What follows belongs to an exercise in optimizing a design on an open flow for a short achievable clock period and few clock cycles; a production flow would make more cautious choices.
Only simulation tests tie the RTL to the original design; equivalence was not proved.
Power is estimated from default activity; no workload was simulated.

`design/flow/config.mk`:
```
export PLATFORM = sky130hd
export DESIGN_NAME = processor
export DESIGN_NICKNAME = processor
export VERILOG_FILES = /design/flow/design.v
export SDC_FILE = /design/flow/constraint.sdc
export NUM_CORES = 4
export LEC_CHECK = 0
export CAP_MARGIN = 20
export CORE_MARGIN = 2
export CORE_UTILIZATION = 40
export SLEW_MARGIN = 20
export SYNTH_HIERARCHICAL = 1
export SYNTH_MINIMUM_KEEP_SIZE = 0
```
`design/flow/constraint.sdc`:
```
create_clock -name core_clock -period 12.5 [get_ports {clk}]
set_input_delay 2.5000 -clock core_clock [delete_from_list [all_inputs] [get_ports {clk}]]
set_output_delay 2.5000 -clock core_clock [all_outputs]
set_load 0.01 [all_outputs]
```
`design/flow/design.v`:
```
module processor( input         clk, reset,
                  output [31:0] PC,
                  input  [31:0] instruction,
                  output        WE,
                  output [31:0] address_to_mem,
                  output [31:0] data_to_mem,
                  input  [31:0] data_from_mem
                );
    reg  [31:0] pc_f;
    reg  [31:0] ras;
    reg         ras_v;
    localparam BI = 4;
    localparam BN = 1 << BI;
    localparam TW = 6;
    reg  [BN-1:0] btb_v;
    reg  [TW-1:0] btb_tag [0:BN-1];
    reg  [31:0]   btb_tgt [0:BN-1];
    reg  [BN-1:0] btb_c;                  
    reg  [1:0]    btb_ctr [0:BN-1];
    reg         d_v;
    reg  [31:0] d_ins;
    reg  [31:0] d_pc;
    reg  [31:0] d_pc4;
    reg  [31:0] d_bnpc;         
    reg  [31:0] d_ras;          
    reg         d_jrp;          
    reg         d_bp;           
    reg         d_hc;           
    reg  [1:0]  d_ctr;
    reg         d_urs, d_urt, d_pbeqs, d_pbeqx, d_puimm;    
    reg         e_v;
    reg         e_and, e_or, e_sll, e_sr, e_q;
    reg  [3:0]  e_add, e_sub, e_slt;    
    reg         e_qsat, e_sfill;
    reg         e_lw, e_sw, e_beq, e_jr, e_wen;
    reg         nopred;         
    reg         e_ww, e_lww;    
    reg         e_sdl;          
    reg         d_urtx;         
    reg  [4:0]  e_rd;
    reg  [31:0] e_a, e_b, e_bi;
    reg         e_fa, e_fb, e_fbi;
    reg  [31:0] e_alt;          
    reg  [31:0] e_pnpc;         
    reg  [31:0] e_pc;
    reg  [31:0] e_tgt;
    reg         e_bp, e_hc, e_beqs;
    reg  [1:0]  e_ctr;
    reg         m_bw, m_bc;     
    reg  [31:0] m_bpc, m_btgt;
    reg  [1:0]  m_bctr;
    reg         m_we, m_lw, m_wen;
    reg  [4:0]  m_rd;
    reg  [31:0] m_res, m_sd;
    reg         w_wen;
    reg  [4:0]  w_rd;
    reg  [31:0] w_val;
    reg  [31:0] rf [31:0];
    wire [31:0]   pc4_f = pc_f + 32'd4;
    wire [5:0]    f_op  = instruction[31:26];
    wire          f_j   = (f_op[5:1] == 5'b00001);      
    wire          f_jr  = (f_op == 6'b000111);
    wire [BI-1:0] f_bi  = pc_f[BI+1:2];
    reg  [BN-1:0] f_hv, f_pv;
    integer k;
    always @(*) begin
        for (k = 0; k < BN; k = k + 1) begin
            f_hv[k] = btb_v[k] && (btb_tag[k] == pc_f[BI+TW+1:BI+2]);
            f_pv[k] = f_hv[k] && (!btb_c[k] || btb_ctr[k][1]);
        end
    end
    wire          f_hit = f_hv[f_bi];
    wire          f_bh  = f_pv[f_bi] && !nopred;
    wire [31:0]   f_bt  = btb_tgt[f_bi];
    wire [4:0]    f_rs  = instruction[25:21];
    wire [4:0]    f_rt  = instruction[20:16];
    wire [5:0]    f_fn  = instruction[5:0];
    wire [4:0]    f_sh  = instruction[10:6];
    wire          f_r3  = ((f_op == 6'h00) && (f_fn == 6'h20 || f_fn == 6'h22 || f_fn == 6'h24 ||
                                               f_fn == 6'h25 || f_fn == 6'h2a || f_fn == 6'h04 ||
                                               f_fn == 6'h06 || f_fn == 6'h07)) ||
                          ((f_op == 6'h1f) && (f_fn == 6'h10) && (f_sh == 5'd0 || f_sh == 5'd4));
    wire          f_uimm = (f_op == 6'h08) || (f_op == 6'h23) || (f_op == 6'h2b);
    wire          f_beqx = (f_op == 6'h04);
    wire          f_beqs = f_beqx && (f_rs == f_rt);
    wire          f_urs  = f_r3 || f_uimm || f_beqx || f_jr;
    wire          f_urt  = f_r3 || (f_op == 6'h2b) || f_beqx;
    wire [5:0]  d_op  = d_ins[31:26];
    wire [4:0]  d_rs  = d_ins[25:21];
    wire [4:0]  d_rt  = d_ins[20:16];
    wire [4:0]  d_rdf = d_ins[15:11];
    wire [4:0]  d_sh  = d_ins[10:6];
    wire [5:0]  d_fn  = d_ins[5:0];
    wire [31:0] d_imm = {{16{d_ins[15]}}, d_ins[15:0]};
    wire d_rtype = (d_op == 6'b000000);
    wire d_add  = d_rtype && d_fn == 6'h20;
    wire d_sub  = d_rtype && d_fn == 6'h22;
    wire d_and  = d_rtype && d_fn == 6'h24;
    wire d_or   = d_rtype && d_fn == 6'h25;
    wire d_slt  = d_rtype && d_fn == 6'h2a;
    wire d_sll  = d_rtype && d_fn == 6'h04;
    wire d_srl  = d_rtype && d_fn == 6'h06;
    wire d_sra  = d_rtype && d_fn == 6'h07;
    wire d_qbx  = (d_op == 6'h1f) && (d_fn == 6'h10);
    wire d_qb   = d_qbx && d_sh == 5'd0;
    wire d_qbs  = d_qbx && d_sh == 5'd4;
    wire d_addi = (d_op == 6'h08);
    wire d_lw   = (d_op == 6'h23);
    wire d_sw   = (d_op == 6'h2b);
    wire d_beqx = (d_op == 6'h04);
    wire d_beqs = d_beqx && (d_rs == d_rt);           
    wire d_beq  = d_beqx && (d_rs != d_rt);
    wire d_jal  = (d_op == 6'h03);
    wire d_jr   = (d_op == 6'h07);
    wire d_r3   = d_add | d_sub | d_and | d_or | d_slt | d_sll | d_srl | d_sra | d_qb | d_qbs;
    wire d_use_imm = d_addi | d_lw | d_sw;
    wire d_use_rs = d_r3 | d_use_imm | d_beq | d_jr;
    wire d_use_rt = d_r3 | d_sw | d_beq;
    wire [4:0] d_dst = d_jal ? 5'd31 : d_r3 ? d_rdf : (d_addi | d_lw) ? d_rt : 5'd0;
    wire d_wen = (d_r3 | d_addi | d_lw | d_jal) && (d_dst != 5'd0);
    wire [31:0] d_tgt = d_pc4 + {d_imm[29:0], 2'b00};
    wire e_w = e_v && e_wen;
    wire d_stall = d_v && e_lww && ((d_urs && e_rd == d_rs) || (d_urtx && e_rd == d_rt));
    wire fa_e = d_urs && e_ww && e_rd == d_rs;        
    wire fb_e = d_urt && e_ww && e_rd == d_rt;
    wire fa_m = d_urs && m_wen && m_rd == d_rs;       
    wire fb_m = d_urt && m_wen && m_rd == d_rt;
    wire [31:0] m_val = m_lw ? data_from_mem : m_res;    
    wire       fbi_e = fb_e && !d_puimm;
    wire [3:0] e_fsel = {fa_e && fbi_e, !fa_e && fbi_e, fa_e && !fbi_e, !fa_e && !fbi_e};
    wire [31:0] rf_a = (d_rs == 5'd0) ? 32'd0 :
                       (w_wen && w_rd == d_rs) ? w_val : rf[d_rs];
    wire [31:0] rf_b = (d_rt == 5'd0) ? 32'd0 :
                       (w_wen && w_rd == d_rt) ? w_val : rf[d_rt];
    wire [31:0] opa = e_fa  ? m_res : e_a;
    wire [31:0] rtv = e_fb  ? m_res : e_b;
    wire [31:0] opb = e_fbi ? m_res : e_bi;
    wire [31:0] s00, s10, s01, s11, d00, d10, d01, d11;
    wire        c00, c10, c01, c11, b00, b10, b01, b11;
    ksadd #(32, 6) u_s00 (.a(e_a),   .b(e_bi),   .cin(1'b0), .s(s00), .cout(c00));
    ksadd #(32, 6) u_s10 (.a(m_res), .b(e_bi),   .cin(1'b0), .s(s10), .cout(c10));
    ksadd #(32, 6) u_s01 (.a(e_a),   .b(m_res),  .cin(1'b0), .s(s01), .cout(c01));
    ksadd #(32, 6) u_s11 (.a(m_res), .b(m_res),  .cin(1'b0), .s(s11), .cout(c11));
    ksadd #(32, 6) u_d00 (.a(e_a),   .b(~e_bi),  .cin(1'b1), .s(d00), .cout(b00));
    ksadd #(32, 6) u_d10 (.a(m_res), .b(~e_bi),  .cin(1'b1), .s(d10), .cout(b10));
    ksadd #(32, 6) u_d01 (.a(e_a),   .b(~m_res), .cin(1'b1), .s(d01), .cout(b01));
    ksadd #(32, 6) u_d11 (.a(m_res), .b(~m_res), .cin(1'b1), .s(d11), .cout(b11));
    wire [31:0] sum  = ({32{e_add[0]}} & s00) | ({32{e_add[1]}} & s10) |
                       ({32{e_add[2]}} & s01) | ({32{e_add[3]}} & s11);
    wire [31:0] diff = ({32{e_sub[0]}} & d00) | ({32{e_sub[1]}} & d10) |
                       ({32{e_sub[2]}} & d01) | ({32{e_sub[3]}} & d11);
    wire        lt   = (e_slt[0] & ~b00) | (e_slt[1] & ~b10) | (e_slt[2] & ~b01) | (e_slt[3] & ~b11);
    wire [31:0] shl, shr;
    shifter u_sh (.d(opb), .amt(opa[4:0]), .fill(e_sfill & opb[31]), .l(shl), .r(shr));
    wire [31:0] q;
    genvar gi;
    generate
        for (gi = 0; gi < 4; gi = gi + 1) begin : g_lane
            wire [7:0] ls;
            wire       lc;
            ksadd #(8, 4) u_lane (.a(opa[8*gi +: 8]), .b(opb[8*gi +: 8]), .cin(1'b0), .s(ls), .cout(lc));
            assign q[8*gi +: 8] = ls | {8{lc & e_qsat}};
        end
    endgenerate
    wire [31:0] e_res = sum | diff |
                        ({32{e_and}} & (opa & opb)) | ({32{e_or}} & (opa | opb)) |
                        {31'd0, lt} |
                        ({32{e_sll}} & shl) | ({32{e_sr}} & shr) |
                        ({32{e_q}} & q);
    wire q_ab, q_mb, q_am, q_aj, q_mj;
    eq32 u_qab (.a(e_a),   .b(e_b),    .eq(q_ab));
    eq32 u_qmb (.a(m_res), .b(e_b),    .eq(q_mb));
    eq32 u_qam (.a(e_a),   .b(m_res),  .eq(q_am));
    eq32 u_qaj (.a(e_a),   .b(e_pnpc), .eq(q_aj));
    eq32 u_qmj (.a(m_res), .b(e_pnpc), .eq(q_mj));
    wire e_eq  = e_fa ? (e_fb || q_mb) : (e_fb ? q_am : q_ab);    
    wire e_jeq = e_fa ? q_mj : q_aj;                               
    wire e_teq;
    eq32 u_teq (.a(e_pnpc), .b(e_tgt), .eq(e_teq));
    wire e_bpw     = e_bp && !e_teq;
    wire e_mis_beq = e_v && e_beq && (e_bpw || (e_eq != e_bp));
    wire e_mis_jr  = e_v && e_jr && !e_jeq;
    wire e_mis_bt  = e_v && e_beqs && e_bpw;
    wire e_redir   = e_mis_beq | e_mis_jr | e_mis_bt;
    wire [31:0] e_rpc = e_jr ? opa : e_bpw ? e_pc : e_alt;
    wire d_bad   = d_v && d_bp && !d_pbeqx;
    wire d_ins_b = d_v && !d_bp && d_pbeqs;       
    wire d_redir = d_bad || d_ins_b;
    wire hold    = d_stall && !d_redir;
    wire [31:0] d_rpc = d_bad ? d_pc : d_tgt;
    wire        ras_vn = ras_v || (d_v && d_jal);
    wire [31:0] ras_n  = (d_v && d_jal) ? d_pc4 : ras;
    wire        f_jt   = f_j || (f_jr && ras_vn);
    wire        early  = d_redir || hold;
    wire [31:0] npc_e  = d_redir ? d_rpc : hold ? pc_f : f_bh ? f_bt : pc4_f;
    wire [31:0] npc;
    fetch_sel u_fsel (.op(f_op), .tgt(instruction[25:0]), .early(early), .ras_ok(ras_vn),
                      .pc4_hi(pc4_f[31:28]), .ras(ras_n), .npc_e(npc_e),
                      .e_redir(e_redir), .e_rpc(e_rpc), .npc(npc));
    always @(posedge clk) begin
        if (reset) begin
            pc_f  <= 32'd0;
            ras_v <= 1'b0;
        end else begin
            pc_f  <= npc;
            ras_v <= ras_vn;
        end
        ras <= ras_n;
    end
    always @(posedge clk) begin
        if (reset)
            d_v <= 1'b0;
        else if (e_redir)
            d_v <= 1'b0;
        else if (!hold)
            d_v <= !d_redir;
        if (!hold) begin
            d_ins  <= instruction;
            d_pc   <= pc_f;
            d_pc4  <= pc4_f;
            d_bnpc <= f_bh ? f_bt : pc4_f;
            d_ras  <= ras_n;
            d_jrp  <= f_jr && ras_vn;
            d_bp   <= f_bh && !f_jt;
            d_urs  <= f_urs;
            d_urt  <= f_urt;
            d_urtx <= f_urt && (f_op != 6'h2b);
            d_pbeqs <= f_beqs;
            d_pbeqx <= f_beqx;
            d_puimm <= f_uimm;
            d_hc   <= f_hit && btb_c[f_bi];
            d_ctr  <= btb_ctr[f_bi];
        end
    end
    always @(posedge clk) begin
        if (reset) begin
            e_v   <= 1'b0;
            e_ww  <= 1'b0;
            e_lww <= 1'b0;
        end else begin
            e_v   <= d_v && !d_stall && !e_redir && !d_bad;
            e_ww  <= d_v && !d_stall && !e_redir && !d_bad && d_wen;
            e_lww <= d_v && !d_stall && !e_redir && !d_bad && d_wen && d_lw;
        end
        e_add  <= {4{d_add | d_addi | d_lw | d_sw | d_jal}} & e_fsel;
        e_sub  <= {4{d_sub}} & e_fsel;
        e_and  <= d_and;
        e_or   <= d_or;
        e_slt  <= {4{d_slt}} & e_fsel;
        e_sll  <= d_sll;
        e_sr   <= d_srl | d_sra;
        e_sfill <= d_sra;
        e_q    <= d_qb | d_qbs;
        e_qsat <= d_qbs;
        e_lw   <= d_lw;
        e_sw   <= d_sw;
        e_beq  <= d_beq;
        e_jr   <= d_jr;
        e_wen  <= d_wen;
        e_rd   <= d_dst;
        e_bp   <= d_bp;
        e_hc   <= d_hc;
        e_ctr  <= d_ctr;
        e_beqs <= d_beqs;
        e_tgt  <= d_tgt;
        e_a    <= fa_m ? m_val : d_jal ? d_pc4 : rf_a;
        e_b    <= fb_m ? m_val : rf_b;
        e_bi   <= (fb_m && !d_puimm) ? m_val : d_jal ? 32'd0 : d_puimm ? d_imm : rf_b;
        e_fa   <= fa_e;
        e_fb   <= fb_e;
        e_sdl  <= fb_e && e_lww && d_sw;
        e_fbi  <= fbi_e;
        e_alt  <= (d_beq && d_bp) ? d_pc4 : d_tgt;
        e_pnpc <= d_jrp ? d_ras : d_bnpc;
        e_pc   <= d_pc;
    end
    always @(posedge clk) begin
        if (reset) begin
            m_we  <= 1'b0;
            m_wen <= 1'b0;
        end else begin
            m_we  <= e_v && e_sw;
            m_wen <= e_v && e_wen;
        end
        m_lw  <= e_lw;
        m_rd  <= e_rd;
        m_res <= e_res;
        m_sd  <= e_sdl ? data_from_mem : rtv;
    end
    always @(posedge clk) begin
        if (reset)
            w_wen <= 1'b0;
        else
            w_wen <= m_wen;
        w_rd  <= m_rd;
        w_val <= m_val;
    end
    always @(posedge clk) begin
        if (w_wen && w_rd != 5'd0)
            rf[w_rd] <= w_val;
    end
    wire          e_cu  = e_v && e_beq && (e_eq || e_hc);
    wire [1:0]    e_cn  = e_eq ? (!e_hc ? 2'd2 : (e_ctr == 2'd3) ? 2'd3 : e_ctr + 2'd1)
                               : ((e_ctr == 2'd0) ? 2'd0 : e_ctr - 2'd1);
    always @(posedge clk) begin
        if (reset)
            m_bw <= 1'b0;
        else
            m_bw <= e_mis_bt || e_cu;
        m_bc   <= e_beq;
        m_bctr <= e_bpw ? 2'd1 : e_cn;
        m_bpc  <= e_pc;
        m_btgt <= e_tgt;
    end
    wire          bw_d  = d_ins_b;
    wire [31:0]   bw_pc = d_bad ? d_pc : m_bw ? m_bpc : d_pc;
    wire [BI-1:0] bw_i  = bw_pc[BI+1:2];
    wire          bw_en = !d_bad && (m_bw || bw_d);
    always @(posedge clk) begin
        if (reset)
            btb_v <= {BN{1'b0}};
        else if (d_bad || m_bw || bw_d)
            btb_v[bw_i] <= !d_bad;
        if (bw_en) begin
            btb_tag[bw_i] <= bw_pc[BI+TW+1:BI+2];
            btb_tgt[bw_i] <= m_bw ? m_btgt : d_tgt;
            btb_c[bw_i]   <= m_bw && m_bc;
            btb_ctr[bw_i] <= m_bctr;
        end
    end
    always @(posedge clk) begin
        if (reset)
            nopred <= 1'b0;
        else if (e_redir)
            nopred <= e_v && e_bpw;
        else if (!hold)
            nopred <= d_bad;
    end
    assign PC             = pc_f;
    assign WE             = m_we;
    assign address_to_mem = m_res;
    assign data_to_mem    = m_sd;
endmodule
module ksadd #(parameter W = 32, parameter L = 6)    
             (input  [W-1:0] a, b,
              input          cin,
              output [W-1:0] s,
              output         cout);
    wire [W-1:0] p0 = a ^ b;
    wire [W:0]   g [0:L];
    wire [W:0]   p [0:L];
    assign g[0] = {a & b, cin};
    assign p[0] = {p0, 1'b0};
    genvar l, i;
    generate
        for (l = 0; l < L; l = l + 1) begin : g_lvl
            for (i = 0; i <= W; i = i + 1) begin : g_bit
                if (i >= (1 << l)) begin : g_op
                    assign g[l+1][i] = g[l][i] | (p[l][i] & g[l][i - (1 << l)]);
                    assign p[l+1][i] = p[l][i] & p[l][i - (1 << l)];
                end else begin : g_pass
                    assign g[l+1][i] = g[l][i];
                    assign p[l+1][i] = p[l][i];
                end
            end
        end
    endgenerate
    assign s    = p0 ^ g[L][W-1:0];
    assign cout = g[L][W];
endmodule
module fetch_sel (input  [5:0]  op,
                  input  [25:0] tgt,
                  input         early, ras_ok,
                  input  [3:0]  pc4_hi,
                  input  [31:0] ras, npc_e,
                  input         e_redir,
                  input  [31:0] e_rpc,
                  output [31:0] npc);
    wire take_j  = (op[5:1] == 5'b00001) && !early;
    wire take_jr = (op == 6'b000111) && ras_ok && !early;
    wire [31:0] n = take_j ? {pc4_hi, tgt, 2'b00} : take_jr ? ras : npc_e;
    assign npc = e_redir ? e_rpc : n;
endmodule
module eq32 (input [31:0] a, b, output eq);
    assign eq = (a == b);
endmodule
module shifter (input  [31:0] d,
                input  [4:0]  amt,
                input         fill,
                output [31:0] l, r);
    wire [63:0] r64 = {{32{fill}}, d} >> amt;
    assign l = d << amt;
    assign r = r64[31:0];
endmodule
```
`design/flow/flow/run.sh`:
```
#!/bin/bash
# Standard ORFS layout with two changes: timing repair aims for extra setup
# slack at the design's own clock and constraints, and the port buffers are
# buf_4 cells rather than the default delay-cell buffers. Timing repair does
# not remove buffers (removing them left max-slew violations).
set -euo pipefail
bash standard.sh SETUP_SLACK_MARGIN=8.7 SKIP_BUFFER_REMOVAL=1 "BUFFER_PORTS_ARGS=-buffer_cell sky130_fd_sc_hd__buf_4" finish > flow_make.log 2>&1
```
`design/flow/standard.sh`:
```
#!/bin/bash
# synth_recipe.tcl (not shown) runs the flow's synth.tcl, then flattens the netlist and writes it again
# the make line also repeats each setting of config.mk as NAME=value (left out here)
make -C /OpenROAD-flow-scripts/flow DESIGN_CONFIG=/design/flow/config.mk WORK_HOME=/design/flow/orfs CLKGATE_MAP_FILE= SYNTH_SCRIPT=/design/flow/synth_recipe.tcl "${@:-finish}"
```
==> results of run 1 <==
==> area by class of cell <==
class,count,area (sq um)
repair buffers,662,7090
clock inverters,148,1690
multi-input cells,6136,58600
inverters,222,851
fillers,27000,166000
well taps,4140,5180
diodes,27,67.6
clock buffers,309,6770
flip-flops and latches,2359,66100
==> cell usage in the layout (no fill, tap or decap), types with 154 or more instances in the layout <==
cell type / n
xnor2_1: 247
o21ai_0: 332
inv_1: 216
nand2_1: 584
ha_1: 294
nor2_1: 340
mux4_2: 823
buf_4: 415
edfxtp_1: 1849
mux2_2: 192
xor2_1: 375
mux2i_1: 317
a22oi_1: 175
dfxtp_1: 335
a21oi_1: 329
clkbuf_16: 261
nand3_1: 154
==> per-stage QoR <==
step                      cell area (sq um)  worst slack, ns  total power (uW)
final                                146000             8.28             26600
after global routing                 146000             8.28             27300
after floorplan                      126000             7.89             14800
after global placement               132000             7.20             17700
after detailed placement             132000             7.32             17800
after CTS                            144000             8.29             26100
==> power by group through the flow <==
stage	clock network, uW	logic [uW]	registers, uW
after floorplan	0	4780	10100
after global placement	0	7080	10700
after detailed placement	0	7130	10700
after CTS	7790	7950	10400
after global routing	8090	8860	10400
final	7720	8480	10400
==> layer usage <==
layer | vias up | routed length [microns] | share of wire
met1 | 46700 | 189000 | 0.37
met2 | 5562 | 226000 | 0.45
met3 | 1426 | 52400 | 0.10
met4 | 30 | 39200 | 0.077
li1 | 37400 | - | -
met5 | - | 217 | 0.00043
==> how the worst max path moves through the flow <==
stage | start | cells after the start | end | slack, ns
after floorplan | d_ins[22]$_DFFE_PN_ | 13 | pc_f[30]$_SDFF_PP0_ | 7.89
after global placement | m_res[24]$_DFF_P_ | 13 | pc_f[30]$_SDFF_PP0_ | 7.20
after detailed placement | e_a[27]$_DFF_P_ | 13 | pc_f[19]$_SDFF_PP0_ | 7.32
after CTS | m_res[9]$_DFF_P_ | 2 | address_to_mem[9] | 8.29
after global routing | m_res[26]$_DFF_P_ | 2 | address_to_mem[26] | 8.28
final | m_res[9]$_DFF_P_ | 2 | address_to_mem[9] | 8.28
==> what timing repair did <==
action,in CTS,in global routing
cloned,9,12
gates resized for setup,539,303
pin swaps,16,58
setup endpoints to repair,1135,453
setup buffers,156,96
==> flow_summary.ini, run 1 <==
[status]
outcome = finished clean

[global_routing]
first_global_vias = 87500
grt_max_degree = 170
met1_usage = 0.394
use_met3 = 0.0722
antenna_found_initial = 53
top_usage_layer = met2
grt_pass1_wl_microns = 691000
grt_usage = 0.309
grt-ovfl-total = 0
grtUsageMet2 = 0.473

[clock_network]
clock-root-buffer = clkbuf_16
numCtsBuffers = 248
clock_latency_ns = 0.97
cts.sinks = 2359
h-tree-depth = 4
path_clk_slew_ns = 0.08
clockBufferDepth = 4
tritoncts = done
hold_buffers = 0

[sta]
slew_headroom = 0.201
worst_hold_slack_ns = 0.289
finalCritPeriodShare = 0.337
period_needed_ns = 4.22
timing.final.max_slew_violations = 0
rsz0062_at_grt = yes
final-setup-viol-count = 0
setup_tns_ns = 0
finalHoldViolations = 0
clock_skew_ns = 0.123
tightest_slew_ns = 1.17
fmax_mhz = 237

[die]
start_util = 0.403
ios = 163
die_h_microns = 564
die_area_sq_mm = 0.319
die_w_microns = 564
fp.coreArea_sq_mm = 0.312
std_cell_rows = 205

[synth]
syn-cell-area_sq_mm = 0.126
synth_warnings = 9
avgSynthCellArea_sq_um = 13.6
synth_cells = 9242

[worst_setup_path]
cpPeakStageDelay_ns = 0.47
cp_num_buf_inv = 2
r2r_cells = 15
cp-start-kind = flip-flop
worstPathRequired_ns = 10.00
reg2reg_from = m_res[16]$_DFF_P_
r2r_slack_ns = 8.44
crit_arrival_ns = 1.72
cp_max_fo = 2
worst_setup_path_end_kind = primary output
crit_family = flip-flops
slowest_stage = dfxtp_4
crit_type = reg -> out
path_cells = buf_12 > buf_6
reg2reg_to = m_res[30]$_DFF_P_

[placement]
io_buffers = 162
dp_hpwl_microns = 327000
place_congestion = 1.06
place_inst = 13200

[min_path]
min_path_type = reg -> reg
hp-start = e_tgt[15]$_DFF_P_
min_to = m_btgt[15]$_DFF_P_
holdPathStages = 0

[pwr]
p_comb_frac = 0.319
swShare = 0.348
ir_drop_uv = 137
p_leak_uw = 0.0520
p_per_area_mw_per_mm2 = 182
pwr-share-clk = 0.290
power_switching_uw = 9250
internal_power_uw = 17300
p_seq_frac = 0.391

[final_layout]
post-route-util = 0.469
area_growth_syn_to_layout_pct = 16.5
stdcell_count = 14000
final_nets = 10000
regMostFlops = rf
drive_gt1_frac = 0.283
largest_reg_flops = 1024
top_regs = rf: 1024 flops, btb_tgt: 512 flops, btb_tag: 96 flops

[detailed_routing]
ant_nets = 0
drtIter0Drc = 13200
drtPass1Iterations = 8
drc_errors = 0
vias = 91000
viasPerCell = 6.50
drt-total-wl_microns = 506000
wl_per_cell_microns = 36.2

[run]
max_cap_violations = 0
Testbench counts, summed over its fixed seeds: cycles 259,320.
==> inputs of run 2 (changes only) <==
--- a/design/flow/design.v
+++ b/design/flow/design.v
@@ -19,2 +19,5 @@
     reg  [1:0]    btb_ctr [0:BN-1];
+    reg  [3:0]    btb_lc [0:BN-1];
+    reg  [3:0]    btb_tr [0:BN-1];
+    reg  [BN-1:0] btb_lf, btb_pt;
     reg         d_v;
@@ -29,2 +32,4 @@
     reg  [1:0]  d_ctr;
+    reg  [3:0]  d_lc, d_tr;
+    reg         d_lf;
     reg         d_urs, d_urt, d_pbeqs, d_pbeqx, d_puimm;    
@@ -48,2 +53,6 @@
     reg  [1:0]  e_ctr;
+    reg  [3:0]  e_lc, e_tr;
+    reg         e_lf;
+    reg  [3:0]  m_blc, m_btr;
+    reg         m_blf, m_bpt;
     reg         m_bw, m_bc;     
@@ -68,3 +77,3 @@
             f_hv[k] = btb_v[k] && (btb_tag[k] == pc_f[BI+TW+1:BI+2]);
-            f_pv[k] = f_hv[k] && (!btb_c[k] || btb_ctr[k][1]);
+            f_pv[k] = f_hv[k] && (!btb_c[k] || btb_pt[k]);
         end
@@ -232,2 +241,5 @@
             d_ctr  <= btb_ctr[f_bi];
+            d_lc   <= btb_lc[f_bi];
+            d_tr   <= btb_tr[f_bi];
+            d_lf   <= btb_lf[f_bi];
         end
@@ -263,2 +275,5 @@
         e_ctr  <= d_ctr;
+        e_lc   <= d_lc;
+        e_tr   <= d_tr;
+        e_lf   <= d_lf;
         e_beqs <= d_beqs;
@@ -302,4 +317,16 @@
     wire          e_cu  = e_v && e_beq && (e_eq || e_hc);
-    wire [1:0]    e_cn  = e_eq ? (!e_hc ? 2'd2 : (e_ctr == 2'd3) ? 2'd3 : e_ctr + 2'd1)
-                               : ((e_ctr == 2'd0) ? 2'd0 : e_ctr - 2'd1);
+    wire          e_lend = (e_lc == e_tr);
+    wire [1:0]    cn_t  = !e_hc ? 2'd2 : (e_ctr == 2'd3) ? 2'd3 : e_ctr + 2'd1;
+    wire [1:0]    cn_n  = (e_ctr == 2'd0) ? 2'd0 : e_ctr - 2'd1;
+    wire [3:0]    tn_t  = !e_hc ? 4'd15 : e_lc;
+    wire [3:0]    ln_n  = (e_lc == 4'd15) ? 4'd15 : e_lc + 4'd1;
+    wire          fn_t  = e_hc && e_lend;
+    wire          fn_n  = e_hc && e_lf && !e_lend;
+    wire          pt_t  = (fn_t && tn_t == 4'd0) || cn_t[1];
+    wire          pt_n  = (fn_n && ln_n == e_tr) || cn_n[1];
+    wire [1:0]    e_cn  = e_eq ? cn_t : cn_n;
+    wire [3:0]    e_ln  = e_eq ? 4'd0 : ln_n;
+    wire [3:0]    e_tn  = e_eq ? tn_t : e_tr;
+    wire          e_fn  = e_eq ? fn_t : fn_n;
+    wire          e_pn  = e_eq ? pt_t : pt_n;
     always @(posedge clk) begin
@@ -311,2 +338,6 @@
         m_bctr <= e_bpw ? 2'd1 : e_cn;
+        m_blc  <= e_ln;
+        m_btr  <= e_tn;
+        m_blf  <= e_fn && !e_bpw;
+        m_bpt  <= !e_bpw && e_pn;
         m_bpc  <= e_pc;
@@ -328,2 +359,6 @@
             btb_ctr[bw_i] <= m_bctr;
+            btb_lc[bw_i]  <= m_blc;
+            btb_tr[bw_i]  <= m_btr;
+            btb_lf[bw_i]  <= m_blf;
+            btb_pt[bw_i]  <= m_bpt;
         end
==> flow_summary.ini, run 2 <==
[synth]
avgSynthCellArea_sq_um = 13.9
synth_warnings = 9
synth_cells = 9570
syn-cell-area_sq_mm = 0.133

[placement]
dp_hpwl_microns = 362000
place_congestion = 1.04
io_buffers = 162

[global_routing]
grt_usage = 0.314
top_usage_layer = met2
antenna_found_initial = 53
grtUsageMet2 = 0.467
grt-ovfl-total = 0
grt_pass1_wl_microns = 747000
grt_max_degree = 131
first_global_vias = 92300
use_met3 = 0.0719
met1_usage = 0.423

[die]
die_area_sq_mm = 0.337
start_util = 0.402
die_h_microns = 581
std_cell_rows = 211
die_w_microns = 581
ios = 163
fp.coreArea_sq_mm = 0.331

[detailed_routing]
drc_errors = 0
wl_per_cell_microns = 37.3
drt-total-wl_microns = 548000
drtPass1Iterations = 12
vias = 96000
viasPerCell = 6.55
drtIter0Drc = 13500
ant_nets = 0

[sta]
period_needed_ns = 4.14
clock_skew_ns = 0.109
final-setup-viol-count = 0
fmax_mhz = 242
finalHoldViolations = 0
slew_headroom = 0.140
setup_tns_ns = 0
rsz0062_at_grt = yes
tightest_slew_ns = 1.28
worst_hold_slack_ns = 0.328
finalCritPeriodShare = 0.331
timing.final.max_slew_violations = 0

[clock_network]
clock_latency_ns = 1.01
path_clk_slew_ns = 0.07
clock-root-buffer = clkbuf_16
tritoncts = done
cts.sinks = 2547
h-tree-depth = 5
numCtsBuffers = 285
clockBufferDepth = 4
hold_buffers = 0

[final_layout]
multi_input_area_sq_mm = 0.0610
ff_latch_area_sq_mm = 0.0716
top_regs = rf: 1024 flops, btb_tgt: 512 flops, btb_tag: 96 flops
layout_commonest_cell = edfxtp_1
area_growth_syn_to_layout_pct = 17.3
final_nets = 10500
regMostFlops = rf
largest_reg_flops = 1024
mostFrequentLayoutCells = edfxtp_1 (2018), mux4_2 (901), nand2_1 (604)
fillers = 28600
drive_gt1_frac = 0.291

[worst_setup_path]
cp_num_buf_inv = 2
crit_arrival_ns = 1.64
cp_max_fo = 2
crit_type = reg -> out
worstPathRequired_ns = 10.00
path_cells = buf_12 > buf_8
crit_family = flip-flops
r2r_slack_ns = 8.39
cp-start-kind = flip-flop
cpPeakStageDelay_ns = 0.36
slowest_stage = dfxtp_4
worst_setup_path_end_kind = primary output

[pwr]
ir_drop_uv = 137
p_leak_uw = 0.0554
p_per_area_mw_per_mm2 = 188
finalPower_uw = 29400

[min_path]
min_path_type = reg -> reg

[status]
outcome = finished clean

[run]
max_cap_violations = 0
==> run 2: path summary, 6_finish.rpt <==
kind,cells past startpoint,start,end
max reg2reg,15,e_bi[13]$_DFF_P_,m_res[0]$_DFF_P_
min,0,e_lw$_DFF_P_,m_lw$_DFF_P_
max,2,m_res[10]$_DFF_P_,address_to_mem[10]
min reg2reg,0,e_lw$_DFF_P_,m_lw$_DFF_P_
==> run 2: timing repair <==
item	in CTS	in global routing
pin swaps	31	74
resized for setup	621	270
gates cloned	20	8
endpoints found under the hold margin	0	0
endpoints found under the setup margin	1310	546
setup buffers	250	68
==> run 2: metrics by stage <==
| step | cells | area, sq um | utilization | worst slack, ns |
|---|---|---|---|---|
| 4_1_cts | 14600 | 154000 | 0.465 | 8.33 |
| 2_1_floorplan | 9624 | 133000 | - | 8.37 |
| 5_1_grt | 14700 | 156000 | 0.472 | 8.34 |
| 3_3_place_gp | 13800 | 140000 | 0.422 | 7.42 |
| 3_5_place_dp | 13800 | 140000 | 0.422 | 7.38 |
| 6_report | 14700 | 156000 | 0.472 | 8.36 |
==> run 2: worst reg2reg max path: cells and delay by family (launching register included) <==
family	cells	cell delay [ns]
adders and majority gates	1	0.56
and+or+nand+nor	3	0.74
AOI/OAI and AO/OA	8	1.56
buffers and inverters	3	0.76
DFF	1	0.46
==> run 2: area by class of cell <==
| cell class | instances | share of cell area |
|---|---|---|
| repair buffers | 734 | 0.0513 |
| inverters | 219 | 0.00560 |
| diodes | 24 | 0.000385 |
| well taps | 4366 | 0.0350 |
| multi-input cells | 6266 | 0.391 |
| flip-flops and latches | 2547 | 0.458 |
| clock buffers | 392 | 0.0503 |
| clock inverters | 123 | 0.00833 |
==> run 2: power breakdown <==
group	switching (uW)	total [uW]	internal, uW
Clock	3570	8390	4830
Combinational	5770	9610	3830
Sequential	937	11400	10500
Total	10300	29400	19100
==> run 2: routing by layer <==
layer  vias to the layer above  part of all wire  wire length [microns]
met1                     49600              0.39                 214000
met2                      5967              0.44                 239000
li1                      39100                 -                      -
met4                        30             0.069                  37900
met5                         -           0.00036                    195
met3                      1399              0.10                  56700
Testbench counts of run 2, summed over its fixed seeds: cycles 257,794.
==> inputs of run 3 (changes only) <==
--- a/design/flow/design.v
+++ b/design/flow/design.v
@@ -9,2 +9,3 @@
     reg  [31:0] pc_f;
+    reg  [31:0] pc_o;           
     reg  [31:0] ras;
@@ -63,2 +64,3 @@
     reg  [31:0] m_res, m_sd;
+    reg  [31:0] m_addr;         
     reg         w_wen;
@@ -208,2 +210,6 @@
                       .e_redir(e_redir), .e_rpc(e_rpc), .npc(npc));
+    wire [31:0] npc_o;
+    fetch_sel u_fsel_o (.op(f_op), .tgt(instruction[25:0]), .early(early), .ras_ok(ras_vn),
+                        .pc4_hi(pc4_f[31:28]), .ras(ras_n), .npc_e(npc_e),
+                        .e_redir(e_redir), .e_rpc(e_rpc), .npc(npc_o));
     always @(posedge clk) begin
@@ -211,2 +217,3 @@
             pc_f  <= 32'd0;
+            pc_o  <= 32'd0;
             ras_v <= 1'b0;
@@ -214,2 +221,3 @@
             pc_f  <= npc;
+            pc_o  <= npc_o;
             ras_v <= ras_vn;
@@ -302,2 +310,3 @@
         m_res <= e_res;
+        m_addr <= sum;              
         m_sd  <= e_sdl ? data_from_mem : rtv;
@@ -373,5 +382,5 @@
     end
-    assign PC             = pc_f;
+    assign PC             = pc_o;
     assign WE             = m_we;
-    assign address_to_mem = m_res;
+    assign address_to_mem = m_addr;
     assign data_to_mem    = m_sd;
==> flow_summary.ini, run 3 <==
[final_layout]
mostFrequentLayoutCells = edfxtp_1 (2018), mux4_2 (901), nand2_1 (539)
fin_area_sq_mm = 0.156
largest_reg_flops = 1024
top_regs = rf: 1024 flops, btb_tgt: 512 flops, btb_tag: 96 flops
regMostFlops = rf
final_nets = 10500
layout_commonest_cell = edfxtp_1
post-route-util = 0.463
area_growth_syn_to_layout_pct = 15.0
drive_gt1_frac = 0.268

[detailed_routing]
ant_nets = 0
wl_per_cell_microns = 36.4
drt-total-wl_microns = 542000
drtIter0Drc = 13200
drtPass1Iterations = 6
viasPerCell = 6.46
drc_errors = 0
vias = 96100

[worst_setup_path]
slowest_stage = dfxtp_4
cp_max_fo = 1
crit_type = reg -> out
cp_num_buf_inv = 1
path_cells = buf_6
critPathLaunch = pc_o[19]$_SDFF_PP0_
cp-start-kind = flip-flop
crit_arrival_ns = 1.52
cpPeakStageDelay_ns = 0.46
reg2reg_from = e_bi[21]$_DFF_P_
crit_family = flip-flops
worst_setup_path_end_kind = primary output
worstPathRequired_ns = 10.00

[placement]
dp_hpwl_microns = 360000
placed_cell_area_sq_mm = 0.142
io_buffers = 162
place_congestion = 1.01

[global_routing]
grt_max_degree = 131
first_global_vias = 91700
grt-ovfl-total = 0
met1_usage = 0.408
antenna_found_initial = 52
top_usage_layer = met2
use_met3 = 0.0617
grtUsageMet2 = 0.460
grt_usage = 0.304
grt_pass1_wl_microns = 733000

[status]
outcome = finished clean

[clock_network]
clock-root-buffer = clkbuf_16
tritoncts = done
numCtsBuffers = 287
clockBufferDepth = 4
clock_latency_ns = 0.93
h-tree-depth = 5
hold_buffers = 0
path_clk_slew_ns = 0.06
cts.sinks = 2611

[die]
ios = 163
die_area_sq_mm = 0.344
std_cell_rows = 213
die_w_microns = 586
start_util = 0.403
fp.coreArea_sq_mm = 0.337
die_h_microns = 586

[run]
max_cap_violations = 0

[sta]
rsz0062_at_grt = yes
finalHoldViolations = 0
tightest_slew_ns = 1.26
finalCritPeriodShare = 0.322
timing.final.max_slew_violations = 0
slew_headroom = 0.152
clock_skew_ns = 0.0603
period_needed_ns = 4.02
setup_tns_ns = 0
final-setup-viol-count = 0
fmax_mhz = 249

[pwr]
ir_drop_uv = 107
p_leak_uw = 0.0553
p_per_area_mw_per_mm2 = 188

[synth]
syn-cell-area_sq_mm = 0.136
avgSynthCellArea_sq_um = 13.8
synth_warnings = 9
synth_cells = 9833

[min_path]
min_path_type = reg -> reg
hp-start = e_lw$_DFF_P_
## run 3: cell count changes in the layout (fill, tap and decap cells not counted), sizes merged, moves of 24 or more
cell / delta
a211oi: +43
a21oi: +133
a22oi: -30
and3: -29
buf: -215
dfxtp: +64
mux2i: +35
nand2: -60
nand2b: +24
nor2: +45
nor2b: +81
o211ai: -35
o21ai: -24
## run 3: per-layer routing
metal | share of wire | vias to the layer above
li1 | - | 39400
met1 | 0.39 | 49600
met2 | 0.44 | 5749
met3 | 0.096 | 1254
met4 | 0.069 | 12
met5 | 0.00013 | -
## run 3: path summary, 6_finish.rpt
| kind | endpoint | slack [ns] | cells after the start |
|---|---|---|---|
| setup / recovery | PC[19] | 8.48 | 1 |
| hold reg to reg | m_lw$_DFF_P_ | 0.33 | 0 |
| setup reg to reg | m_res[0]$_DFF_P_ | 8.61 | 12 |
| hold / removal | m_lw$_DFF_P_ | 0.33 | 0 |
## run 3: final cells by class
class / instances / area [sq um]
Fill cell: 29500 / 181000
Timing Repair Buffer: 516 / 5680
Clock buffer: 382 / 8020
Clock inverter: 140 / 1400
Inverter: 205 / 801
Antenna cell: 30 / 75.1
Sequential cell: 2611 / 72900
Tap cell: 4515 / 5650
Multi-Input combinational cell: 6462 / 61600
## run 3: power breakdown
| group | switching [uW] | internal, uW |
|---|---|---|
| logic | 5440 | 3460 |
| registers | 1150 | 10700 |
| clock network | 3640 | 4950 |
## run 3: what timing repair did
| item | 4_1_cts | 5_1_grt |
|---|---|---|
| pin swaps | 18 | 37 |
| setup buffers | 37 | 57 |
| gates resized for setup | 462 | 301 |
| endpoints found under the hold margin | 0 | 0 |
| cloned | 7 | 14 |
| setup endpoints to repair | 1152 | 591 |
## run 3: through the flow
stage / power, uW / std cells / hold slack, ns / setup WS, ns
after global placement: 19900 / 14200 / 0.312 / 6.89
after global routing: 30100 / 14800 / 0.336 / 8.49
after floorplan: 16600 / 9887 / 0.310 / 7.52
final: 29300 / 14900 / 0.330 / 8.48
after detailed placement: 20000 / 14200 / 0.319 / 6.92
after CTS: 28800 / 14800 / 0.330 / 8.43
Testbench counts of run 3, summed over its fixed seeds: cycles 257,794.
==> inputs of run 4 (changes only) <==
--- a/design/flow/flow/run.sh
+++ b/design/flow/flow/run.sh
@@ -6,2 +6,2 @@
 set -euo pipefail
-bash standard.sh SETUP_SLACK_MARGIN=8.7 SKIP_BUFFER_REMOVAL=1 "BUFFER_PORTS_ARGS=-buffer_cell sky130_fd_sc_hd__buf_4" finish > flow_make.log 2>&1
+bash standard.sh SETUP_SLACK_MARGIN=9.0 SKIP_BUFFER_REMOVAL=1 "BUFFER_PORTS_ARGS=-buffer_cell sky130_fd_sc_hd__buf_4" finish > flow_make.log 2>&1
==> flow_summary.ini, run 4 <==
[clock_network]
clock_latency_ns = 0.93
clock-root-buffer = clkbuf_16
hold_buffers = 0
h-tree-depth = 5
cts.sinks = 2611
path_clk_slew_ns = 0.06
tritoncts = done
numCtsBuffers = 286
clockBufferDepth = 4

[detailed_routing]
drt-total-wl_microns = 566000
viasPerCell = 6.51
drtIter0Drc = 13200
drc_errors = 0
wl_per_cell_microns = 37.2
ant_nets = 0
drtPass1Iterations = 8
vias = 99000

[final_layout]
top_regs = rf: 1024 flops, btb_tgt: 512 flops, btb_tag: 96 flops
fillers = 28800
stdcell_count = 15200
drive_gt1_frac = 0.333
layout_commonest_cell = edfxtp_1
multi_input_area_sq_mm = 0.0650
ff_latch_area_sq_mm = 0.0729
area_growth_syn_to_layout_pct = 20.5
final_nets = 10800
largest_reg_flops = 1024
regMostFlops = rf
mostFrequentLayoutCells = edfxtp_1 (2018), mux4_2 (901), nand2_1 (512)

[run]
max_cap_violations = 0

[sta]
setup_tns_ns = 0
finalCritPeriodShare = 0.320
slew_headroom = 0.181
worst_slack_ns = 8.50
tightest_slew_ns = 1.22
period_needed_ns = 4.00
rsz0062_at_grt = yes
finalHoldViolations = 0
fmax_mhz = 250
timing.final.max_slew_violations = 0
clock_skew_ns = 0.0646
final-setup-viol-count = 0

[placement]
dp_hpwl_microns = 371000
dp_worst_setup_slack_ns = 6.66
place_congestion = 1.03
io_buffers = 162
place_inst = 14200

[pwr]
p_leak_uw = 0.0581
ir_drop_uv = 169
p_per_area_mw_per_mm2 = 186

[global_routing]
grt_usage = 0.320
grt-ovfl-total = 0
first_global_vias = 94200
grt_pass1_wl_microns = 766000
grt_max_degree = 68
antenna_found_initial = 74

[synth]
avgSynthCellArea_sq_um = 13.8
synth_warnings = 9
syn-cell-area_sq_mm = 0.136
synth_cells = 9833

[die]
die_h_microns = 586
ios = 163
fp.coreArea_sq_mm = 0.337
start_util = 0.403
die_area_sq_mm = 0.344
die_w_microns = 586
std_cell_rows = 213

[worst_setup_path]
worst_setup_path_end_kind = primary output
crit_type = reg -> out
worstPathRequired_ns = 10.00
slowest_stage = dfxtp_4
path_cells = buf_6
cpPeakStageDelay_ns = 0.45
cp_num_buf_inv = 1
crit_arrival_ns = 1.50
crit_family = flip-flops
cp-start-kind = flip-flop
cp_max_fo = 1

[min_path]
min_path_type = reg -> reg

[status]
outcome = finished clean
==> run 4: report_power, final <==
group	switching (uW)	total (uW)	leakage (uW)	internal [uW]
Clock	3650	8650	0.00463	5010
Combinational	5980	10100	0.0295	4070
Sequential	1090	11800	0.0239	10700
==> run 4: stage by stage <==
stage	instance area (sq um)	power, uW	hold WS, ns	util
6_report	164000	30500	0.339	0.485
5_1_grt	163000	31300	0.336	0.485
4_1_cts	160000	29600	0.335	0.473
3_5_place_dp	143000	20000	0.327	0.423
3_3_place_gp	142000	19900	0.315	0.422
2_1_floorplan	136000	16600	0.310	-
==> run 4: layout make-up <==
cell class / count / share of cell area
Tap cell: 4515 / 0.0345
Sequential cell: 2611 / 0.446
Multi-Input combinational cell: 6472 / 0.397
Antenna cell: 51 / 0.000780
Inverter: 205 / 0.00507
Clock buffer: 386 / 0.0489
Clock inverter: 138 / 0.00906
Timing Repair Buffer: 834 / 0.0582
==> run 4: timing repair <==
| item | CTS | global route |
|---|---|---|
| setup buffers | 221 | 160 |
| gates resized for setup | 1095 | 450 |
| setup endpoints to repair | 1590 | 759 |
| cloned | 44 | 14 |
| pin swaps | 159 | 246 |
==> run 4: routing by layer <==
layer	global-route usage	part of all wire	vias up
li1	-	-	40100
met1	0.418	0.38	51100
met2	0.481	0.44	6262
met3	0.0744	0.10	1423
met4	0.199	0.075	34
met5	0	0.00042	-
==> run 4: path summary, 6_finish.rpt <==
check,from,endpoint,slack (ns),cells after the start
max reg2reg,e_pnpc[19]$_DFF_P_,pc_o[29]$_SDFF_PP0_,8.62,17
min reg2reg,e_tgt[27]$_DFF_P_,m_btgt[27]$_DFF_P_,0.34,0
min,e_tgt[27]$_DFF_P_,m_btgt[27]$_DFF_P_,0.34,0
max,pc_o[20]$_SDFF_PP0_,PC[20],8.50,1
==> inputs of run 5 (changes only) <==
--- a/design/flow/config.mk
+++ b/design/flow/config.mk
@@ -10,2 +10,3 @@
 export CORE_UTILIZATION = 40
+export PLACE_DENSITY = 0.75
 export SLEW_MARGIN = 20
==> flow_summary.ini, run 5 <==
[detailed_routing]
wl_per_cell_microns = 36.5
vias = 102000
drt-total-wl_microns = 553000
drc_errors = 0
ant_nets = 0
drtIter0Drc = 16900
viasPerCell = 6.72
drtPass1Iterations = 10

[clock_network]
hold_buffers = 0
clockBufferDepth = 4
numCtsBuffers = 272
clock-root-buffer = clkbuf_16
path_clk_slew_ns = 0.07
tritoncts = done
clock_latency_ns = 0.99
cts.sinks = 2611
h-tree-depth = 5

[final_layout]
area_growth_syn_to_layout_pct = 18.8
layout_commonest_cell = edfxtp_1
drive_gt1_frac = 0.319
ff_latch_area_sq_mm = 0.0730
stdcell_count = 15100
fillers = 28100
regMostFlops = rf
largest_reg_flops = 1024
mostFrequentLayoutCells = edfxtp_1 (2018), mux4_2 (901), nand2_1 (521)
multi_input_area_sq_mm = 0.0639
final_nets = 10800
top_regs = rf: 1024 flops, btb_tgt: 512 flops, btb_tag: 96 flops

[sta]
fmax_mhz = 242
final-setup-viol-count = 0
finalCritPeriodShare = 0.330
slew_headroom = 0.132
rsz0062_at_grt = yes
tightest_slew_ns = 1.29
period_needed_ns = 4.12
finalHoldViolations = 0
timing.final.max_slew_violations = 0
clock_skew_ns = 0.109
setup_tns_ns = 0

[synth]
synth_warnings = 9
synth_cells = 9833
syn-cell-area_sq_mm = 0.136
avgSynthCellArea_sq_um = 13.8

[min_path]
holdPathStages = 0
min_path_type = reg -> reg
hp-start = e_pc[10]$_DFF_P_
min_to = m_bpc[10]$_DFF_P_

[worst_setup_path]
worstPathRequired_ns = 10.00
critPathLaunch = pc_o[14]$_SDFF_PP0_
cp_max_fo = 1
reg2reg_from = e_pnpc[26]$_DFF_P_
crit_arrival_ns = 1.62
cpPeakStageDelay_ns = 0.57
slowest_stage = dfxtp_4
reg2reg_to = pc_o[3]$_SDFF_PP0_
crit_family = flip-flops
cp-start-kind = flip-flop
crit_type = reg -> out
cp_num_buf_inv = 1
worst_setup_path_end_kind = primary output
r2r_cells = 11
path_cells = buf_6
r2r_slack_ns = 8.53

[die]
die_w_microns = 586
fp.coreArea_sq_mm = 0.337
ios = 163
die_h_microns = 586
start_util = 0.403
die_area_sq_mm = 0.344
std_cell_rows = 213

[pwr]
p_seq_frac = 0.396
internal_power_uw = 19200
power_switching_uw = 10700
p_per_area_mw_per_mm2 = 185
swShare = 0.357
p_comb_frac = 0.328
ir_drop_uv = 130
p_leak_uw = 0.0570
pwr-share-clk = 0.276

[placement]
place_inst = 14200
io_buffers = 162
dp_hpwl_microns = 340000
place_congestion = 1.06

[global_routing]
grt_max_degree = 96
grt_pass1_wl_microns = 743000
grt_usage = 0.305
first_global_vias = 94700
grt-ovfl-total = 0
antenna_found_initial = 56

[status]
outcome = finished clean

[run]
max_cap_violations = 0
[run 5: cell type report]
cell class / instances / share of cell area
Sequential cell: 2611 / 0.453
Multi-Input combinational cell: 6472 / 0.396
Timing Repair Buffer: 790 / 0.0553
Clock buffer: 345 / 0.0455
Tap cell: 4515 / 0.0350
Clock inverter: 149 / 0.00880
Inverter: 205 / 0.00570
Antenna cell: 40 / 0.000621
Timing Repair inverter: 1 / 0.0000310
[run 5: per-layer routing]
metal | global-route usage | vias up | part of all wire
met2 | 0.444 | 9152 | 0.43
met1 | 0.379 | 50300 | 0.33
met4 | 0.254 | 26 | 0.10
met3 | 0.0851 | 2234 | 0.14
li1 | - | 40000 | -
met5 | 0 | - | 0.00030
[run 5: stage by stage]
stage | power (uW) | utilization | cell area (sq um) | hold WS [ns] | setup WS, ns
floorplan | 16600 | - | 136000 | 0.310 | 7.53
detailed placement | 19700 | 0.422 | 142000 | 0.323 | 7.22
global placement | 19700 | 0.422 | 142000 | 0.311 | 7.29
CTS | 28600 | 0.465 | 157000 | 0.318 | 8.40
global route | 30500 | 0.478 | 161000 | 0.331 | 8.38
finish | 29900 | 0.478 | 161000 | 0.322 | 8.38
[run 5: repair_timing]
action,4_1_cts,5_1_grt
endpoints found under the setup margin,1357,499
pin swaps,73,171
gates cloned,34,29
resized for setup,847,523
setup buffers,179,175
[run 5: how the worst max path moves through the flow]
stage,endpoint,slack (ns),cells past startpoint
2_1_floorplan,pc_f[31]$_SDFF_PP0_,7.53,13
3_3_place_gp,pc_o[16]$_SDFF_PP0_,7.29,10
3_5_place_dp,pc_o[13]$_SDFF_PP0_,7.22,16
4_1_cts,PC[20],8.40,1
5_1_grt,PC[14],8.38,1
6_report,PC[14],8.38,1
[run 5: power by group through the flow]
stage / clock network [uW] / logic, uW / registers, uW
after CTS: 8180 / 8720 / 11700
after global placement: 0 / 7790 / 11900
final: 8230 / 9800 / 11800
after detailed placement: 0 / 7810 / 11900
after floorplan: 0 / 5420 / 11200
after global routing: 8550 / 10100 / 11800
==> inputs of run 6 (changes only) <==
--- a/design/flow/flow/run.sh
+++ b/design/flow/flow/run.sh
@@ -6,2 +6,2 @@
 set -euo pipefail
-bash standard.sh SETUP_SLACK_MARGIN=9.0 SKIP_BUFFER_REMOVAL=1 "BUFFER_PORTS_ARGS=-buffer_cell sky130_fd_sc_hd__buf_4" finish > flow_make.log 2>&1
+bash standard.sh SETUP_SLACK_MARGIN=9.4 SKIP_BUFFER_REMOVAL=1 "BUFFER_PORTS_ARGS=-buffer_cell sky130_fd_sc_hd__buf_4" finish > flow_make.log 2>&1
--- a/design/flow/config.mk
+++ b/design/flow/config.mk
@@ -10,3 +10,2 @@
 export CORE_UTILIZATION = 40
-export PLACE_DENSITY = 0.75
 export SLEW_MARGIN = 20
==> flow_summary.ini, run 6 <==
[global_routing]
use_met3 = 0.0799
grt_usage = 0.337
top_usage_layer = met2
grt_pass1_wl_microns = 804000
grt_max_degree = 66
met1_usage = 0.441
grtUsageMet2 = 0.498
grt-ovfl-total = 0
antenna_found_initial = 49
first_global_vias = 97500

[placement]
placed_cell_area_sq_mm = 0.143
io_buffers = 162
place_inst = 14200
place_congestion = 1.03
dp_hpwl_microns = 375000

[pwr]
ir_drop_uv = 137
p_leak_uw = 0.0612
p_per_area_mw_per_mm2 = 186

[run]
max_cap_violations = 0

[worst_setup_path]
crit_arrival_ns = 1.52
slowest_stage = dfxtp_4
cp_max_fo = 1
worst_setup_path_end_kind = primary output
path_cells = buf_6
crit_family = flip-flops
cpPeakStageDelay_ns = 0.48
cp-start-kind = flip-flop
worstPathRequired_ns = 10.00
crit_type = reg -> out
cp_num_buf_inv = 1

[die]
fp.coreArea_sq_mm = 0.337
std_cell_rows = 213
start_util = 0.403
die_w_microns = 586
die_area_sq_mm = 0.344
die_h_microns = 586
ios = 163

[sta]
timing.final.max_slew_violations = 0
period_needed_ns = 4.02
fmax_mhz = 249
tightest_slew_ns = 1.35
setup_tns_ns = 0
final-setup-viol-count = 0
slew_headroom = 0.0907
rsz0062_at_grt = yes
clock_skew_ns = 0.0776
finalCritPeriodShare = 0.321
finalHoldViolations = 0

[final_layout]
top_regs = rf: 1024 flops, btb_tgt: 512 flops, btb_tag: 96 flops
final_nets = 11100
drive_gt1_frac = 0.393
fin_area_sq_mm = 0.171
stdcell_count = 15500
largest_reg_flops = 1024
area_growth_syn_to_layout_pct = 26.4
post-route-util = 0.509
regMostFlops = rf
layout_commonest_cell = edfxtp_1
mostFrequentLayoutCells = edfxtp_1 (2018), mux4_2 (901), buf_4 (619)

[clock_network]
path_clk_slew_ns = 0.06
tritoncts = done
hold_buffers = 0
clock-root-buffer = clkbuf_16
numCtsBuffers = 290
h-tree-depth = 5
clock_latency_ns = 0.96
clockBufferDepth = 4
cts.sinks = 2611

[detailed_routing]
drc_errors = 0
drtIter0Drc = 14600
drt-total-wl_microns = 595000
viasPerCell = 6.54
drtPass1Iterations = 8
vias = 101000
ant_nets = 0
wl_per_cell_microns = 38.4

[status]
outcome = finished clean

[min_path]
min_path_type = reg -> reg

[synth]
avgSynthCellArea_sq_um = 13.8
syn-cell-area_sq_mm = 0.136
synth_warnings = 9
synth_cells = 9833
==> run 6: final cells by class <==
cell class	count	area [sq um]
Clock buffer	362	7710
Timing Repair Buffer	1144	14000
Sequential cell	2611	73000
Fill cell	27800	166000
Antenna cell	25	62.6
Clock inverter	165	2020
Tap cell	4515	5650
Multi-Input combinational cell	6472	68200
Inverter	205	873
==> run 6: path summary, 6_finish.rpt <==
| kind | start | to | slack (ns) | depth (start not counted) |
|---|---|---|---|---|
| max reg2reg | e_pnpc[13]$_DFF_P_ | pc_o[31]$_SDFF_PP0_ | 8.65 | 16 |
| min | e_lw$_DFF_P_ | m_lw$_DFF_P_ | 0.33 | 0 |
| max | pc_o[22]$_SDFF_PP0_ | PC[22] | 8.48 | 1 |
| min reg2reg | e_lw$_DFF_P_ | m_lw$_DFF_P_ | 0.33 | 0 |
==> run 6: metal layers <==
| metal | vias to the layer above | wire [microns] |
|---|---|---|
| met2 | 6630 | 256000 |
| li1 | 40700 | - |
| met4 | 26 | 49600 |
| met5 | - | 161 |
| met1 | 52300 | 226000 |
| met3 | 1654 | 64000 |
==> run 6: where the power goes <==
part	switching (uW)	total (uW)	internal, uW
registers	1080	11800	10700
logic	6570	11300	4710
clock network	3750	8850	5100
==> run 6: repair_timing <==
item | CTS | global route
resized for setup | 1807 | 544
setup buffers | 471 | 188
pin swaps | 396 | 289
gates cloned | 90 | 23
setup endpoints to repair | 1991 | 1080
endpoints found under the hold margin | 0 | 0
==> run 6: per-stage QoR <==
step,setup slack (ns),total power (uW),hold WS (ns)
after floorplan,7.53,16600,0.310
after CTS,8.46,30800,0.329
after detailed placement,7.03,20100,0.317
after global routing,8.50,32600,0.330
final,8.48,31900,0.327
after global placement,6.98,20100,0.315

static timing again, ports no longer ideal:
Ports are ideal in the flow. The routed layouts listed here were re-timed in OpenROAD. Step 1: set_driving_cell puts a clkbuf_16 on clk and a buf_2 on each other input, an assumption about the parent block. Step 2, shift: input delay + t, output delay - t, t = (earliest + latest rising clock arrival at the registers) / 2. This alone moves slack from input paths to output paths. Slacks: no drivers / after step 1 / after step 2; pairs: no drivers / after step 1.
run	t, ns	slack for setup (ns)	clock arrival spread, ns	worst data-port slew with drivers (ns)
run 1	1.018	8.284 / 8.176 / 8.103	0.123 / 0.123	0.24
run 2	1.044	8.364 / 8.268 / 7.970	0.117 / 0.116	0.21
run 3	1.002	8.478 / 8.377 / 7.926	0.060 / 0.061	0.32
run 4	1.013	8.498 / 8.384 / 8.053	0.072 / 0.072	0.26
run 5	1.051	8.375 / 8.263 / 7.942	0.151 / 0.151	0.32
run 6	1.032	8.481 / 8.369 / 8.213	0.084 / 0.084	0.30
After both steps every run listed still meets setup and hold. For run 3, which loses most, drivers alone change the setup slack by -0.101 ns; drivers and shift together by -0.552 ns.
